Context: an optimization exercise on an open-source flow, tuned for small area. The choices shown serve that exercise and are no tape-out recipe.
The RTL was checked by simulation tests, not by an equivalence proof against the original design.
Power figures rest on the tool's default switching activity, not on a simulated workload.

== run a ==
## rom_module
module rom_module(clk, rst, data, enable, sel, selec);
input clk;
input rst;
input [1:0] sel;
input selec;
output [8:0] data;
output enable;
wire tick;
divFreq #(.freq(240), .freq_out(30)) d1(clk, rst, enable, tick);
reg started;
always @(posedge clk)
	if (rst) started <= 1'b0;
	else if (tick) started <= 1'b1;
reg [5:0] aA;
reg [4:0] cA;
wire zA = (cA == 5'd0);
always @(posedge clk) begin
	if (rst) begin
		aA <= 6'd0; cA <= 5'd0;
	end else if (tick) begin
		if (zA) begin
			if (aA == 6'd46) aA <= 6'd0;
			else cA <= 5'd1;
		end else if (cA == 5'd30) begin
			aA <= aA - 6'd16; cA <= 5'd0;
		end else begin
			aA <= aA + 1'b1; cA <= {cA[3:0], ~(cA[4] ^ cA[2])};
		end
	end
end
reg [5:0] aB;
reg [4:0] cB;
wire zB = (cB == 5'd0);
always @(posedge clk) begin
	if (rst) begin
		aB <= 6'd0; cB <= 5'd0;
	end else if (tick) begin
		if (zB) begin
			if (aB == 6'd40) aB <= 6'd0;
			else cB <= 5'd1;
		end else if (cB == 5'd30) begin
			aB <= aB - 6'd16; cB <= 5'd0;
		end else begin
			aB <= aB + 1'b1; cB <= {cB[3:0], ~(cB[4] ^ cB[2])};
		end
	end
end
wire nB = (sel == 2'b01);
wire [5:0] ma = nB ? aB : aA;
wire mz = nB ? zB : zA;
wire m0 = (ma == 6'd0);
reg [8:0] mq;
always @* begin
	case (ma)
		6'd0: mq = 9'h038;
		6'd1: mq = 9'h00E;
		6'd2: mq = 9'h001;
		6'd3: mq = 9'h120;
		6'd4: mq = 9'h120;
		6'd5: mq = 9'h120;
		6'd6: mq = 9'h120;
		6'd7: mq = 9'h120;
		6'd8: mq = 9'h120;
		6'd9: mq = 9'h120;
		6'd10: mq = 9'h120;
		6'd11: mq = 9'h150;
		6'd12: mq = 9'h172;
		6'd13: mq = 9'h169;
		6'd14: mq = 9'h16D;
		6'd15: mq = 9'h165;
		6'd16: mq = 9'h172;
		6'd17: mq = 9'h16F;
		6'd18: mq = 9'h120;
		6'd19: mq = 9'h153;
		6'd20: mq = 9'h165;
		6'd21: mq = 9'h167;
		6'd22: mq = 9'h175;
		6'd23: mq = 9'h16E;
		6'd24: mq = 9'h164;
		6'd25: mq = 9'h16F;
		6'd26: mq = 9'h120;
		6'd27: mq = 9'h154;
		6'd28: mq = 9'h165;
		6'd29: mq = 9'h172;
		6'd30: mq = 9'h163;
		6'd31: mq = 9'h165;
		6'd32: mq = 9'h172;
		6'd33: mq = 9'h16F;
		6'd34: mq = 9'h120;
		6'd35: mq = 9'h123;
		6'd36: mq = 9'h123;
		6'd37: mq = 9'h123;
		6'd38: mq = 9'h123;
		6'd39: mq = nB ? 9'h123 : 9'h120;
		6'd40: mq = 9'h120;
		6'd41: mq = 9'h120;
		6'd42: mq = 9'h120;
		6'd43: mq = 9'h120;
  ...
For scale: about 280 cells after synthesis, roughly 42 flip-flops, ~15 I/O pins, roughly 0.0023 mm² of cells after synthesis.
==> flow/config.mk <==
export PLATFORM = sky130hd
export DESIGN_NAME = rom_module
export DESIGN_NICKNAME = rom_module
export VERILOG_FILES = /design/flow/design.v
export SDC_FILE = /design/flow/constraint.sdc
export NUM_CORES = 4
export LEC_CHECK = 0
export ABC_AREA = 1
export CAP_MARGIN = 20
export CORE_MARGIN = 2
export CORE_UTILIZATION = 40
export SLEW_MARGIN = 20
==> flow/constraint.sdc <==
create_clock -name core_clock -period 8.0 [get_ports {clk}]
set_input_delay 1.6000 -clock core_clock [delete_from_list [all_inputs] [get_ports {clk}]]
set_output_delay 1.6000 -clock core_clock [all_outputs]
set_load 0.01 [all_outputs]
standard.sh (not shown) runs the stock make flow with config.mk's settings and CLKGATE_MAP_FILE= SYNTH_SCRIPT=/design/flow/synth_recipe.tcl, a recipe that flattens the netlist after the stock synthesis.
==> flow/flow/run.sh <==
#!/bin/bash
# Own layout flow: the standard layout (standard.sh) with three changes:
#  - synthesis maps the logic with a stronger area script for ABC
#    (flow/abc_area.script) in place of ORFS's abc_area.script;
#  - synthesis leaves half/full adders to ABC instead of extracting them
#    into fixed adder cells first;
#  - the port buffers are the smallest buffer, sky130_fd_sc_hd__buf_1;
#  - clock tree synthesis adds no dummy loads to balance the tree.
# Registers, their names and cells come from the standard synthesis; the
# rest of the layout is the standard flow. Each tool's full output is in
# orfs/logs/ and the whole run's output in flow_run.log.
set -euo pipefail
W=$(pwd)
cat > "$W/own_synth.tcl" <<EOT
proc abc {args} {
  set i [lsearch -exact \$args -script]
  if {\$i >= 0} { lset args [expr {\$i + 1}] {$W/flow/abc_area.script} }
  yosys abc {*}\$args
}
proc extract_fa {args} {}
source {$W/synth_recipe.tcl}
EOT
bash "$W/standard.sh" SYNTH_SCRIPT="$W/own_synth.tcl" \
  BUFFER_PORTS_ARGS="-buffer_cell sky130_fd_sc_hd__buf_1" \
  CTS_ARGS="-sink_clustering_enable -repair_clock_nets -dont_use_dummy_load -buf_list sky130_fd_sc_hd__clkbuf_4 -sink_clustering_size 10" finish > "$W/flow_run.log" 2>&1
==> flow/flow/abc_area.script <==
strash
&get -n
&deepsyn -J 50 -T 120
&dch -f
&nf -p -R 1000 -F 8 -C 32
&put
Setup changes, run a to run b
--- a/flow/flow/run.sh
+++ b/flow/flow/run.sh
@@ -25 +25 @@
-  CTS_ARGS="-sink_clustering_enable -repair_clock_nets -dont_use_dummy_load -buf_list sky130_fd_sc_hd__clkbuf_4 -sink_clustering_size 10" finish > "$W/flow_run.log" 2>&1
+  CTS_ARGS="-sink_clustering_enable -repair_clock_nets -dont_use_dummy_load" finish > "$W/flow_run.log" 2>&1
Notes after the runs:
Per the final summary, run b finished and its layout is clean on timing, DRC and antenna.
Run a → run b: initial antenna violation count shows no meaningful change, fraction of power spent switching nets shows a reduction of 1.4 points.
On run b: clock tree cell share of total cell area is 1.2 points higher than what run a gave.
Run b vs run a, number of global-route vias before repair went up by 0.46%.
Detailed-route wire length on metal 1, run b and run a: larger value in run a
Final-layout worst hold slack was higher in run a than in run b.
For overall routed net length, run a and run b come out practically identical.
The higher via count of run b and run a is in run a.
Run b — relative contribution of sequential cells to total power 3.6 points lower, run a as reference

separate check: timing with driven ports:
No port has a modelled driver above. Below, the same layouts with a new extraction and two added sets of constraints. Step 1 sets driving cells, clkbuf_16 on the clock port and buf_2 on the other inputs (assumed; they add their load-dependent delay and slew). Step 2 times the ports against the registers' clock, not the clock port: input delays grow and output delays shrink by t, the midpoint of the rising clock arrivals with the driver on. Three values: ideal, step 1, step 2; two values: the first two.
run	shift t [ns]	setup WS [ns]	worst setup path at the end	clock arrival spread, ns
run a	0.357	1.590 / 1.565 / 1.565	input to output	0.019 / 0.019
run b	0.306	1.597 / 1.572 / 1.572	input to output	0.010 / 0.011
After both steps setup and hold are still met in every run listed.
